Source: an optimization exercise on an open RTL-to-GDS flow (aim: small area). Production flows keep margins and buffers that such runs may drop. The RTL was checked by simulation tests, not by an equivalence proof against the original design. Power is estimated from default activity; no workload was simulated.

<file path="design/flow/constraint.sdc">
create_clock -name core_clock -period 20.0 [get_ports {clock}]
set_input_delay 4.0000 -clock core_clock [delete_from_list [all_inputs] [get_ports {clock}]]
set_output_delay 4.0000 -clock core_clock [all_outputs]
set_load 0.01 [all_outputs]
</file>
<file path="design/flow/design.v">
`timescale 1ns / 1ps
module Display_decoder( output reg [7:0] DigitalCG, 
				   input	[3:0] number
					  );
	parameter	SPACE	 = 8'b0010_0000,			 
				ZERO	 = 8'b0011_0000,			 
				ONE		 = 8'b0011_0001,			 
				TWO		 = 8'b0011_0010,			 
				THREE	 = 8'b0011_0011,			 
				FOUR	 = 8'b0011_0100,		     
				FIVE	 = 8'b0011_0101,			 
				SIX		 = 8'b0011_0110,			 
				SEVEN	 = 8'b0011_0111,			 
				EIGHT	 = 8'b0011_1000,			 
				NINE	 = 8'b0011_1001;			 
	always@( * )									
	begin
		case( number )							
			4'h0:	DigitalCG = ZERO;			 
			4'h1:	DigitalCG = ONE;				 
			4'h2:	DigitalCG = TWO;				 
			4'h3: 	DigitalCG = THREE;			 
			4'h4: 	DigitalCG = FOUR;			 
			4'h5: 	DigitalCG = FIVE;			 
			4'h6: 	DigitalCG = SIX;				 
			4'h7: 	DigitalCG = SEVEN;			 
			4'h8: 	DigitalCG = EIGHT;			 
			4'h9: 	DigitalCG = NINE;			 
			4'ha: 	DigitalCG = ZERO;			
			default:DigitalCG = SPACE;			
		endcase
	end
endmodule
`timescale 1ns / 1ns
module LCD_Initialize( 
output [3:0] SF_D,		 
			output LCD_E,			 
			output [3:0] state,			 
			input init_exec,			 
			input clock,				 
			input reset				 
			);
	parameter 	INIT_IDLE	= 4'h1,
	WAITING_READY 	= 4'h2,
	WR_ENABLE_1		= 4'h3,
	WAITING_1		= 4'h4,
	WR_ENABLE_2		= 4'h5,
	WAITING_2		= 4'h6,
	WR_ENABLE_3		= 4'h7,
	WAITING_3		= 4'h8,
	WR_ENABLE_4		= 4'h9,
	WAITING_4		= 4'hA,
	INIT_DONE		= 4'hB;
	reg [3:0] init_state;
	reg [19:0] cnt_init;
	reg [3:0] DB_init; 	 
	reg en_init;         
	assign SF_D 	= DB_init;	
	assign LCD_E 	= en_init;
	always @( posedge clock )
	begin
		if( reset ) begin
				init_state <= INIT_IDLE;
				DB_init <= 4'b0;
				en_init <= 0;
				cnt_init <= 0;
			end
		else begin
			case ( init_state )
				INIT_IDLE:	begin
					DB_init <= 4'b0;
					en_init <= 0;
					cnt_init <= 0;
					if ( init_exec  )
						init_state <= WAITING_READY;
					else
						init_state <= INIT_IDLE;
				end
				WAITING_READY:begin	 
					en_init <= 0;
					if ( cnt_init <= 750000 ) begin
							DB_init <= 4'h0;
							cnt_init <= cnt_init + 1;
							init_state <= WAITING_READY;
						end
					else begin
							cnt_init <= 0;
							init_state <= WR_ENABLE_1;
						end
			end
				WR_ENABLE_1:begin
					DB_init <= 4'h3;	 
					en_init <= 1'b1;	 
					if ( cnt_init < 12 ) begin	 
							cnt_init <= cnt_init + 1;
							init_state <= WR_ENABLE_1;
						end
					else begin
							cnt_init <= 0;
							init_state <= WAITING_1;
						end
				end
				WAITING_1:	begin	 
					en_init <= 1'b0;			
					if ( cnt_init <= 205000 ) begin	 
							cnt_init <= cnt_init + 1;
							init_state <= WAITING_1;
						end
					else begin
							cnt_init <= 0;
							init_state <= WR_ENABLE_2;
						end
				end
				WR_ENABLE_2:begin
					DB_init <= 4'h3;			 
					en_init <= 1'b1;			 
					if ( cnt_init < 12 ) begin	 
						cnt_init <= cnt_init + 1;
						init_state <= WR_ENABLE_2;
						end
					else begin
							cnt_init <= 0;
							init_state <= WAITING_2;
						end
				end
				WAITING_2:begin
					en_init <= 1'b0;
					if ( cnt_init <= 5000 ) begin	 
							cnt_init <= cnt_init + 1;
							init_state <= WAITING_2;
						end
						else begin
							cnt_init <= 0;
							init_state <= WR_ENABLE_3;
						end
				end
				WR_ENABLE_3:begin	 
					DB_init <= 4'h3;			 
					en_init <= 1'b1;			 
					if ( cnt_init < 12 ) begin	 
																												cnt_init <= cnt_init + 1;
						init_state <= WR_ENABLE_3;
					end
					else begin
						cnt_init <= 0;
						init_state <= WAITING_3;
						end
				end
				WAITING_3:	begin	 
					en_init <= 1'b0;	
					if ( cnt_init <= 2000 ) begin	 
						cnt_init <= cnt_init + 1;
						init_state <= WAITING_3;
					end
					else begin
						cnt_init <= 0;
						init_state <= WR_ENABLE_4;
					end
				end
				WR_ENABLE_4:begin	 
					DB_init <= 4'h2;			 
					en_init <= 1'b1;			 
					if ( cnt_init < 12 ) begin	 
						cnt_init <= cnt_init + 1;
						init_state <= WR_ENABLE_4;
					end
					else begin
						cnt_init <= 0;
						init_state <= WAITING_4;
					end
				end
				WAITING_4:	begin	 
					en_init <= 1'b0;										
					if ( cnt_init <= 2000 ) begin
						cnt_init <= cnt_init + 1;
						init_state <= WAITING_4;
					end
					else begin
						DB_init <= 4'h0;		 
						en_init <= 0;
						cnt_init <= 0;
						init_state <= INIT_DONE;
					end
				end
				INIT_DONE:	begin
					if ( cnt_init < 5000 )	begin
						cnt_init <= cnt_init + 1;
						init_state <= INIT_DONE;
					end
					else begin
						cnt_init <= 0;
						init_state <= INIT_IDLE;
					end
				end
				default:begin
					init_state <= INIT_IDLE;
					DB_init <= 4'b0;
					en_init <= 0;
					cnt_init <= 0;
				end
			endcase
		end
	end
	assign state = init_state;
endmodule
`timescale 1ns / 1ps
module LCD_Display(     output [3:0] SF_D,
				    output LCD_E,		 
					output [10:0] delay,	 
					input tx_exec,		 
					input [7:0] tx_byte,	 
					input clock,			 
				    input reset			 
   				  );
	parameter 	TX_IDLE		= 8'H01,
				UPPER_SETUP	= 8'H02,
				UPPER_HOLD	= 8'H04,
				ONE_US		= 8'H08,
				LOWER_SETUP	= 8'H10,
				LOWER_HOLD	= 8'H20,
				FORTY_US	= 8'H40;
	reg [6:0] tx_state;
	reg [10:0] cnt_tx;
	reg enable;
	reg [3:0] nibble; 	
	assign SF_D 	= nibble;
	assign LCD_E 	= enable;	
	always @( posedge clock )
	begin
		if ( reset ) begin
			enable <= 1'b0;
			nibble <= 4'b0;
			tx_state <= TX_IDLE;
			cnt_tx <= 0;
		end
		else  begin
			case ( tx_state )
				TX_IDLE:			begin
										enable <= 1'b0;
										nibble <= 4'b0;
										cnt_tx <= 0;
										if ( tx_exec ) begin
											tx_state <= UPPER_SETUP;
										end
										else begin
											tx_state <= TX_IDLE;
										end
									end
				UPPER_SETUP:		begin	
										nibble <= tx_byte[7:4];
										if ( cnt_tx < 2 ) begin
											enable <= 1'b0;
											tx_state <= UPPER_SETUP;
											cnt_tx <= cnt_tx + 1;
										end
										else begin
											enable <= 1'b1;
											tx_state <= UPPER_HOLD;
											cnt_tx <= 0;
										end
									end
				UPPER_HOLD:			begin
										nibble <= tx_byte[7:4];
										if ( cnt_tx < 12 ) begin
											enable <= 1'b1;
											tx_state <= UPPER_HOLD;
											cnt_tx <= cnt_tx + 1;
										end
										else begin
											enable <= 1'b0;
											tx_state <= ONE_US;
											cnt_tx <= 0;
										end
									end
				ONE_US:				begin
										enable <= 1'b0;
										if ( cnt_tx <= 50 ) begin
											tx_state <= ONE_US;
											cnt_tx <= cnt_tx + 1;
										end
										else begin
											tx_state <= LOWER_SETUP;
											cnt_tx <= 0;
										end
									end
				LOWER_SETUP:		begin	
										nibble <= tx_byte[3:0];
										if ( cnt_tx < 2 ) begin
											enable <= 1'b0;
											tx_state <= LOWER_SETUP;
											cnt_tx <= cnt_tx + 1;
										end
										else begin
											enable <= 1'b1;
											tx_state <= LOWER_HOLD;
											cnt_tx <= 0;
										end
									end
				LOWER_HOLD:			begin
										nibble <= tx_byte[3:0];
										if ( cnt_tx < 12 ) begin
											enable <= 1'b1;
											tx_state <= LOWER_HOLD;
											cnt_tx <= cnt_tx + 1;
										end
										else begin
											enable <= 1'b0;
											tx_state <= FORTY_US;
											cnt_tx <= 0;
										end
									end
				FORTY_US:			begin
										enable <= 1'b0;
										if ( cnt_tx <= 2000 ) begin
											tx_state <= FORTY_US;
											cnt_tx <= cnt_tx + 1;
										end
										else begin
											tx_state <= TX_IDLE;
											cnt_tx <= 0;
										end
									end
				default:			begin
											enable <= 1'b0;
											nibble <= 4'b0;
											tx_state <= TX_IDLE;
											cnt_tx <= 0;
									end
			endcase
		end
	end
	assign delay = cnt_tx;
endmodule
`timescale 1ns / 1ps
module clock_10Hz(
				  output tick,
				  output reg clk_10Hz,	 
                  input  clk,	     	
                  input  rst			
                );
	parameter PULSESCOUNT = 5'd24,
	          RESETZERO = 5'h0;
	reg [4:0] counter;  
	always @(posedge clk)
	begin
		if ( rst ) begin
			counter <= 0;
			clk_10Hz <= 0;
		end
		else begin
			if ( counter < PULSESCOUNT )
			counter <= counter + 1'b1;
			else begin
				clk_10Hz <= ~clk_10Hz;
				counter <= RESETZERO;
			end
		end					
	end
	assign tick = ~rst & ~clk_10Hz & ~( counter < PULSESCOUNT );
endmodule
`timescale 1ns / 1ns
module Stopwatch ( output SF_CE0,			 
			  output LCD_RW,		      
			  output LCD_RS,			 
			  output [3:0] SF_D,		      
			  output LCD_E,			      
			  input clock,				 
			  input reset,				 
			  input restart				 
				  );
	parameter		DISPLAY_INIT	= 4'h1,
				FUNCTION_SET	= 4'h2,
				ENTRY_MODE_SET	= 4'h3,
				DISPLAY_ON_OFF	= 4'h4,
				DISPLAY_CLEAR	= 4'h5,
				CLEAR_EXECUTION	= 4'h6,
				IDLE_WAIT 		= 4'h7,
				SET_DD_RAM_ADDR	= 4'h8,
				LCD_LINE_1		= 4'h9,
				SET_NEWLINE		= 4'hA,
				LCD_LINE_2		= 4'hB;
	reg [26:0] cnt_2sec;
	reg [3:0] ctrl_state;
	reg [16:0] cnt_delay;	
     wire init_exec;
	wire [3:0] init_state;
	reg tx_exec;
	wire [10:0] tx_delay;
	reg select;
	wire [3:0] nibble; 
	wire [3:0] DB_init; 	
	wire enable;
	wire en_init;       	
	reg mux;			 
	reg [7:0] tx_byte;
	reg [7:0] tx_Line1;
	reg [7:0] tx_Line2;
	reg [3:0] cnt_1;	 
	reg [3:0] cnt_2;	 
	always @( * ) begin
		case ( ctrl_state )
			DISPLAY_INIT,
			FUNCTION_SET,
			ENTRY_MODE_SET,
			DISPLAY_ON_OFF,
			DISPLAY_CLEAR,
			SET_DD_RAM_ADDR,
			SET_NEWLINE:		select = 1'b0;	
			LCD_LINE_1,
			LCD_LINE_2:			select = 1'b1;	
			default: 			select = 1'b0;
 		endcase
	end
	always @( * ) begin
		case ( ctrl_state )
			FUNCTION_SET:		tx_byte = 8'b0010_1000;
			ENTRY_MODE_SET:		tx_byte = 8'b0000_0110;
			DISPLAY_ON_OFF:		tx_byte = 8'b0000_1100;
			DISPLAY_CLEAR:		tx_byte = 8'b0000_0001;
			SET_DD_RAM_ADDR:	tx_byte = 8'b1000_0000;
			SET_NEWLINE:		tx_byte = 8'b1100_0000; 
			LCD_LINE_1:			tx_byte = tx_Line1;
			LCD_LINE_2:			tx_byte = tx_Line2;
			default: 			tx_byte = 8'b0;
		endcase
	end
	always @(*)
	begin
		case ( cnt_1 )
			0:		tx_Line1 	= 8'b0101_0011;		 
			1:		tx_Line1	= 8'b0111_0100;		 
			2:		tx_Line1 	= 8'b0110_1111;		 
			3:		tx_Line1	= 8'b0111_0000;		 
			4:		tx_Line1	= 8'b0111_0111;		 
			5:		tx_Line1	= 8'b0110_0001;		 
			6:		tx_Line1	= 8'b0111_0100;		 
			7:		tx_Line1	= 8'b0110_0011;		 
			8:		tx_Line1	= 8'b0110_1000;		 
			default:tx_Line1 	= 8'b0;				 
		endcase
	end
	wire [7:0] buf_digit4;
	wire [7:0] buf_digit3;
	wire [7:0] buf_digit2;
	wire [7:0] buf_digit1;
	wire [7:0] buf_digit0;
	always @(*)
	begin
		case ( cnt_2 )
			0:		tx_Line2	= 8'h54;			 
			1: 		tx_Line2	= 8'h69;			 
			2:		tx_Line2	= 8'h6d;			 
			3:    tx_Line2	= 8'h65;			 
			4:		tx_Line2 	= 8'h3A;				 
			5:		tx_Line2 	= buf_digit4;			 
			6:		tx_Line2 	= buf_digit3;			 
			7:		tx_Line2 	= 8'h3A;				 
			8:		tx_Line2 	= buf_digit2;			 
			9:		tx_Line2 	= buf_digit1;			 
			10:		tx_Line2 	= 8'h3A;				 
			11:		tx_Line2 	= buf_digit0;			 
			default:tx_Line2 	= 8'b0;					 
		endcase
	end
	always @(*)
	begin
		case ( ctrl_state )
			DISPLAY_INIT:		mux = 1'b0;	 
			FUNCTION_SET,
			ENTRY_MODE_SET,
			DISPLAY_ON_OFF,
			DISPLAY_CLEAR,
			CLEAR_EXECUTION,
			IDLE_WAIT,
			SET_DD_RAM_ADDR,
			LCD_LINE_1,
			SET_NEWLINE,
			LCD_LINE_2:			mux = 1'b1;
			default:			mux = 1'b0;
		endcase
	end
	assign SF_CE0 	= 1'b1; 	 
	assign LCD_RW 	= 1'b0;		 
	assign LCD_RS 	= select;
	assign SF_D 	= ( mux ) ? nibble : DB_init;	
	assign LCD_E 	= ( mux ) ? enable : en_init;
	assign init_exec = ( ctrl_state == DISPLAY_INIT ) ? 1'b1 : 1'b0;
	always @( * )
	begin
		case ( ctrl_state )
			DISPLAY_INIT:		tx_exec = 1'b0;
			FUNCTION_SET,
			ENTRY_MODE_SET,
			DISPLAY_ON_OFF,
			DISPLAY_CLEAR:		tx_exec = 1'b1;
			IDLE_WAIT,
			CLEAR_EXECUTION:	tx_exec = 1'b0;
			SET_DD_RAM_ADDR,
			LCD_LINE_1,
			SET_NEWLINE,
			LCD_LINE_2:			tx_exec = 1'b1;
			default:			tx_exec = 1'b0;
		endcase
	end		
	LCD_Initialize m_init_proc( .SF_D(DB_init),			 
				   		.LCD_E(en_init),		      
						.state(init_state),		     
						.init_exec(init_exec),        
				   		.clock(clock),			 
				   		.reset(reset)				 
				     		 );
	LCD_Display	m_display(  .SF_D(nibble), 
							.LCD_E(enable),
							.delay(tx_delay),
							.tx_exec(tx_exec),
							.tx_byte(tx_byte),
							.clock(clock),
							.reset(reset)
   				  		 );
	always @( posedge clock )
	begin
		if( reset ) begin
			ctrl_state <= DISPLAY_INIT;
			cnt_delay <= 0;
			cnt_1 <= 0;
			cnt_2 <= 0;
			cnt_2sec <= 0;
		end
		else begin
			case ( ctrl_state )
				DISPLAY_INIT:		begin	 
										if ( init_state == 4'hB ) begin
											ctrl_state <= FUNCTION_SET;
											cnt_1 <= 0;
											cnt_2 <= 0;
										end
										else begin
											ctrl_state <= DISPLAY_INIT;
										end
									end
				FUNCTION_SET:		begin
										if ( tx_delay <= 2000 ) begin
											ctrl_state <= FUNCTION_SET;
										end
										else begin
											ctrl_state <= ENTRY_MODE_SET;
										end		
									end
				ENTRY_MODE_SET:		begin
										if ( tx_delay <= 2000 ) begin
											ctrl_state <= ENTRY_MODE_SET;
										end
										else begin
											ctrl_state <= DISPLAY_ON_OFF;
										end
									end
				DISPLAY_ON_OFF:		begin
										if ( tx_delay <= 2000 ) begin
											ctrl_state <= DISPLAY_ON_OFF;
										end
										else begin
											ctrl_state <= DISPLAY_CLEAR;
										end
									end
				DISPLAY_CLEAR:		begin 
										if ( tx_delay <= 2000 ) begin
											ctrl_state <= DISPLAY_CLEAR;
										end
										else begin
											ctrl_state <= CLEAR_EXECUTION;
											cnt_delay <= 0;
										end
									end
				CLEAR_EXECUTION:	begin
										if ( cnt_delay <= 82000 ) begin
											ctrl_state <= CLEAR_EXECUTION;
											cnt_delay <= cnt_delay + 1;
										end
										else begin
											ctrl_state <= IDLE_WAIT;
											cnt_delay <= 0;
											cnt_2sec <= 0;
										end
									end
				IDLE_WAIT:			begin  
										if ( cnt_2sec < 2000000 ) begin  
											ctrl_state <= IDLE_WAIT;
											cnt_2sec <= cnt_2sec + 1;
										end
										else begin
											ctrl_state <= SET_DD_RAM_ADDR;
											cnt_delay <= 0;
										end										
									end
				SET_DD_RAM_ADDR:	begin   
										if ( tx_delay <= 2000 ) begin
											ctrl_state <= SET_DD_RAM_ADDR;
										end
										else begin
											ctrl_state <= LCD_LINE_1;
											cnt_1 <= 0;
										end
									end
				LCD_LINE_1:			begin
										if ( tx_delay <= 2000 ) begin
											ctrl_state <= LCD_LINE_1;
										end
										else if ( cnt_1 < 8 )  
											begin
												ctrl_state <= LCD_LINE_1;
												cnt_1 <= cnt_1 + 1;
											end
											else begin	
												ctrl_state <= SET_NEWLINE;
												cnt_1 <= 0;
											end
									end
				SET_NEWLINE:		begin
										if ( tx_delay <= 2000 ) begin
											ctrl_state <= SET_NEWLINE;
										end
										else begin
											ctrl_state <= LCD_LINE_2;
											cnt_2 <= 0;
										end
									end	
				LCD_LINE_2:			begin
										if ( tx_delay <= 2000 ) begin
											ctrl_state <= LCD_LINE_2;
										end
										else if ( cnt_2 < 11 ) begin		 
												ctrl_state <= LCD_LINE_2;
												cnt_2 <= cnt_2 + 1;
											end
											else begin	
												ctrl_state <= SET_NEWLINE;
												cnt_2 <= 0;
											end
									end
				default:			begin
										ctrl_state <= DISPLAY_INIT;
										cnt_delay <= 0;
										cnt_1 <= 0;
										cnt_2 <= 0;
										cnt_2sec <= 0;
									end
			endcase
		end
	end
	wire tick_10Hz;
	clock_10Hz m_clk10Hz(
						.tick(tick_10Hz),
						.clk_10Hz(clk_10Hz),	 
						.clk(clock),	    
						.rst(reset)			
					   );
    reg [3:0] buf_num4;				 
	reg [3:0] buf_num3;			     
	reg [3:0] buf_num2;			     
	reg [3:0] buf_num1;			     
	reg [3:0] buf_num0;			     
	parameter	CARRYOUT = 4'b1001;
	always @(posedge clock)
	if ( tick_10Hz )
	if ( restart ) begin
	   buf_num4 <= 0;
		buf_num3 <= 0;
		buf_num2 <= 0;
		buf_num1 <= 0;
		buf_num0 <= 0;
	end
	else  begin
		buf_num0 <= buf_num0 + 1'b1;
		if ( buf_num0 == CARRYOUT )
		begin
			buf_num0 <= 4'b0000;
			buf_num1 <= buf_num1 + 1'b1;
			if ( buf_num1 == CARRYOUT )
			begin
				buf_num1 <= 4'b0000;
				buf_num2 <= buf_num2 + 1'b1;
				if ( buf_num2 == 4'b0101)
				begin
					buf_num2 <= 4'b0000;
					buf_num3 <= buf_num3 + 1'b1;
					if ( buf_num3 == CARRYOUT ) 
					begin
						buf_num3 <= 4'b0000;
						buf_num4 <= buf_num4 + 1;
						if (buf_num4 == 4'b0110)
						   buf_num4 <= 4'b0000;
					end
				end
			end
		end
	end
	Display_decoder m_decoder0( .DigitalCG(buf_digit0), .number(buf_num0) ),
					m_decoder1( .DigitalCG(buf_digit1), .number(buf_num1) ),
					m_decoder2( .DigitalCG(buf_digit2), .number(buf_num2) ),
					m_decoder3( .DigitalCG(buf_digit3), .number(buf_num3) ),
					m_decoder4( .DigitalCG(buf_digit4), .number(buf_num4) );
endmodule
</file>
<file path="design/flow/config.mk">
export PLATFORM = sky130hd
export DESIGN_NAME = Stopwatch
export DESIGN_NICKNAME = Stopwatch
export VERILOG_FILES = /design/flow/design.v
export SDC_FILE = /design/flow/constraint.sdc
export NUM_CORES = 4
export LEC_CHECK = 0
export CAP_MARGIN = 20
export CORE_MARGIN = 2
export CORE_UTILIZATION = 40
export PLACE_DENSITY = 0.6
export SLEW_MARGIN = 20
</file>
<file path="design/flow/run.sh">
#!/bin/bash
# synth_recipe.tcl (not shown) runs the flow's synth.tcl, then flattens the netlist and writes it again
# the make line also repeats each setting of config.mk as NAME=value (left out here)
make -C /OpenROAD-flow-scripts/flow DESIGN_CONFIG=/design/flow/config.mk WORK_HOME=/design/flow/orfs CLKGATE_MAP_FILE= SYNTH_SCRIPT=/design/flow/synth_recipe.tcl finish
</file>
==> metrics.json <==
{
  "routedWlPerCell": {"value": 14.9, "unit": "um"},
  "detailedRoute.firstPassIterationCount": {"value": 6},
  "tightest_hold_check_type": {"value": "flip-flop to flip-flop"},
  "min_period": {"value": 6.54, "unit": "ns"},
  "cap_violations": {"value": 0},
  "postSynth.asyncResetShare": {"value": 0, "unit": "%"},
  "outcome": {"value": "finished clean"},
  "detail_route.wirelength": {"value": 20800, "unit": "um"},
  "edff_count_synth": {"value": 20},
  "max_slew_margin": {"value": 31.7, "unit": "%"},
  "synthFlopType": {"value": "sky130_fd_sc_hd__dfxtp_1"},
  "synthDistinctLibCells": {"value": 78},
  "initial_utilization": {"value": 40.7, "unit": "%"},
  "finalSetupViolCount": {"value": 0},
  "syn_to_final_growth": {"value": 8.52, "unit": "%"},
  "clock_tree_from_tritoncts": {"value": "done"},
  "cp-end-kind": {"value": "flip-flop"},
  "die-area": {"value": 24300, "unit": "um^2"},
  "synth_top_area_share": {"value": 31.9, "unit": "%"},
  "core-area": {"value": 22600, "unit": "um^2"},
  "gp_routability_congestion": {"value": 0.817},
  "hold_viol_final": {"value": 0},
  "drt_iter0_markers": {"value": 495},
  "p_leak": {"value": 3.40, "unit": "nW"},
  "antenna_found_initial": {"value": 0},
  "setup.worst_path.class": {"value": "input port to flip-flop"},
  "largest_net_degree_at_the_start_of_global_routing": {"value": 58},
  "first_global_vias": {"value": 7448},
  "count_of_unresolved_drc_violations_after_routing": {"value": 0},
  "global_route.usage.met2": {"value": 28.4, "unit": "%"},
  "grt_pass1_wl": {"value": 36000, "unit": "um"},
  "fin_worst_skew": {"value": 0.0119, "unit": "ns"},
  "path_clk_slew": {"value": 0.07, "unit": "ns"},
  "start_kind": {"value": "input port"},
  "clk-insertion-delay-late": {"value": 0.43, "unit": "ns"},
  "global_route_hottest_layer": {"value": "met2"},
  "cts_hold_repair.buffers": {"value": 0},
  "hold_ws": {"value": 0.449, "unit": "ns"},
  "overflow": {"value": 0},
  "crit_fanout": {"value": 57},
  "netlist_top_cells_area": {"value": "sky130_fd_sc_hd__dfxtp_1 32%, sky130_fd_sc_hd__edfxtp_1 6.5%, sky130_fd_sc_hd__nor2_1 4.7%"},
  "setup_tns": {"value": 0, "unit": "ns"},
  "gr_util_met3": {"value": 2.78, "unit": "%"},
  "buffer_ports.inserted": {"value": 8},
  "h_tree_level_count": {"value": 4},
  "clock_tree.root_cell": {"value": "sky130_fd_sc_hd__clkbuf_16"},
  "design.portCount": {"value": 11},
  "antenna_cells": {"value": 0},
  "worst_reg2reg_setup_slack": {"value": 16.24, "unit": "ns"},
  "route.vias.total": {"value": 8066},
  "worst-slew-pin-transition": {"value": 1.02, "unit": "ns"},
  "maximum_buffer_depth_of_the_clock_tree": {"value": 2},
  "count_of_yosys_warnings_during_synthesis": {"value": 6},
  "finish.net_count": {"value": 1124},
  "grt_setup_unrepaired": {"value": "false"},
  "syn-instance-count": {"value": 1137},
  "globalRouteMet1Util": {"value": 24.6, "unit": "%"},
  "end_of_flow_core_utilization": {"value": 44.2, "unit": "%"},
  "required": {"value": 20.29, "unit": "ns"},
  "cts_num_sinks": {"value": 167},
  "crit_path_arrival_time": {"value": 6.83, "unit": "ns"},
  "layout-drive-gt1-share": {"value": 4.95, "unit": "%"},
  "postSynthRegisterBits": {"value": 167},
  "ir_worst_vdd": {"value": 42.4, "unit": "uV"},
  "synth_fp_nets": {"value": 1163},
  "final_max_slew_viol_count": {"value": 0},
  "yosysTopAreaCell": {"value": "sky130_fd_sc_hd__dfxtp_1"},
  "dp_hpwl": {"value": 14400, "unit": "um"},
  "nFillCells": {"value": 2209},
  "ratio_of_final_minimum_period_to_clock_period": {"value": 32.7, "unit": "%"},
  "die_height": {"value": 156, "unit": "um"},
  "fp.dieW": {"value": 156, "unit": "um"},
  "achievable-frequency": {"value": 153, "unit": "MHz"},
  "synth_area_per_cell": {"value": 8.10, "unit": "um^2"},
  "fp-row-count": {"value": 55},
  "sequential_cell_area_fraction_in_the_yosys_report": {"value": 38.5, "unit": "%"},
  "cts_resized": {"value": 0},
  "post_cts.repair.setup_buffers": {"value": 0},
  "antenna_left": {"value": 0},
  "post_drt_via_cell_ratio": {"value": 5.78},
  "mappedNetlistArea": {"value": 9210, "unit": "um^2"},
  "cts_buffers": {"value": 17},
  "p_per_area": {"value": 70.2, "unit": "nW/um^2"},
  "globalRouteTotalUtil": {"value": 17.7, "unit": "%"}
}
-- final timing paths --
| path | from | endpoint | cells past startpoint |
|---|---|---|---|
| worst max-delay path | reset | buf_digit4[4] | 10 |
| worst min-delay path | m_clk10Hz.counter[0] | m_clk10Hz.counter[0] | 1 |
| worst max register to register | ctrl_state[2] | tx_Line1[4] | 11 |
| worst min register to register | m_clk10Hz.counter[0] | m_clk10Hz.counter[0] | 1 |
-- state kept, by name, summed over array words and instances, names as in the netlist, 5 cells and up --
name                  flops
cnt_2sec                 27
m_init_proc.cnt_init     20
cnt_delay                17
m_display.cnt_tx         11
m_display.tx_state        7
tx_Line1                  7
buf_digit0                5
buf_digit1                5
buf_digit2                5
buf_digit3                5
buf_digit4                5
m_clk10Hz.counter         5
-- kinds of logic (layout without fill, tap and decap cells) --
kind of cell / Yosys count / after routing / synth area share, %
AOI/OAI and AO/OA: 289 / 289 / 20.9
xor gates and xnor gates: 42 / 42 / 3.99
adders and majority gates: 24 / 24 / 3.23
buffers and inverters: 118 / 92 / 4.93
DFF: 167 / 167 / 38.5
muxes: 6 / 6 / 0.706
other: 2 / 2 / 0.0815
and+or+nand+nor: 489 / 489 / 27.7
-- cells in the mapped netlist, drive strengths merged, types with 5 or more instances --
master and number:
a211o 5, a211oi 10, a21o 5, a21oi 82, a221oi 7, a22o 5, a22oi 7, a311oi 7
a31oi 18, and2 16, and3 17, and4 6, buf 9, clkbuf 62, dfxtp 147, edfxtp 20
ha 23, inv 46, nand2 92, nand2b 22, nand3 57, nand3b 6, nand4 18, nand4b 7
nor2 116, nor2b 18, nor3 23, nor3b 14, nor4 17, o211ai 10, o21a 6, o21ai 59
o22ai 9, o31ai 8, or2 6, or3 27, or4 17, xnor2 20, xor2 22
-- final cells by class --
class | count | area [um^2] | area share, %
clock buffers | 17 | 425 | 4.26
clock inverters | 15 | 160 | 1.60
inverters | 47 | 176 | 1.76
multi-input cells | 852 | 5220 | 52.2
flip-flops and latches | 167 | 3540 | 35.4
well taps | 285 | 357 | 3.57
repair buffers | 13 | 113 | 1.13
-- placed cells by master, fill, tap and decap left out, drive strengths merged, types with 18 or more instances in the layout --
cell,n
a21oi,82
nor2,116
xnor2,20
nor2b,18
ha,23
o21ai,59
or3,27
nor3,23
nand4,18
inv,54
nand2b,22
xor2,22
nand3,57
edfxtp,20
a31oi,18
nand2,92
dfxtp,147
-- critical path, cell delays in order --
cell	delay (ns)
sky130_fd_sc_hd__buf_2	0.09
sky130_fd_sc_hd__buf_4	0.30
sky130_fd_sc_hd__or3_1	0.50
sky130_fd_sc_hd__clkinv_1	0.23
sky130_fd_sc_hd__nand2_1	0.21
sky130_fd_sc_hd__inv_1	0.29
sky130_fd_sc_hd__nand2b_1	0.23
sky130_fd_sc_hd__nor2_1	0.66
sky130_fd_sc_hd__o21a_1	0.19
sky130_fd_sc_hd__o211ai_1	0.08
-- metal layers --
layer	vias to the layer above	routed length (um)	share of wire (%)
met5	-	0	0
met4	0	325	1.6
met3	23	643	3.1
met2	145	9450	46
met1	3825	10300	50
li1	4073	-	-
-- power by group --
group	total (mW)	internal [mW]	switching (mW)
registers	0.346	0.341	0.00499
logic	0.0272	0.0109	0.0162
clock network	0.329	0.177	0.151
total	0.702	0.529	0.173
-- metrics by stage --
step / cell area (um^2) / std cells / worst slack [ns] / power (mW)
3_3_place_gp: 9410 / 1364 / 13.10 / 0.381
6_report: 10000 / 1396 / 13.46 / 0.702
2_1_floorplan: 9210 / 1137 / 13.94 / 0.373
3_5_place_dp: 9410 / 1364 / 13.02 / 0.381
4_1_cts: 10000 / 1396 / 13.49 / 0.712
5_1_grt: 10000 / 1396 / 13.09 / 0.728

## port drivers added, routing unchanged
Ports are ideal in the flow. The routed layout listed here was re-timed in OpenROAD.
Step 1, drivers: a clkbuf_16 drives clock and a buf_2 each remaining input, both assumed.
Step 2 adds t to the input delays and takes it off the output delays; t is the mean of the earliest and latest rising clock arrival at the registers after step 1. Input paths then give back, and output paths get back, about the clock's delay inside the block.
a / b / c = no drivers / after step 1 / after step 2; a / b = the first two.
t (ns): 0.469
setup WS [ns]: 13.462 / 13.489 / 13.020
worst data-port slew with drivers (ns): 0.03
pins driven straight from the clock port: 1
After both steps this run still meets setup and hold. For this run, drivers alone change the setup slack by +0.027 ns; drivers and shift together by -0.442 ns.
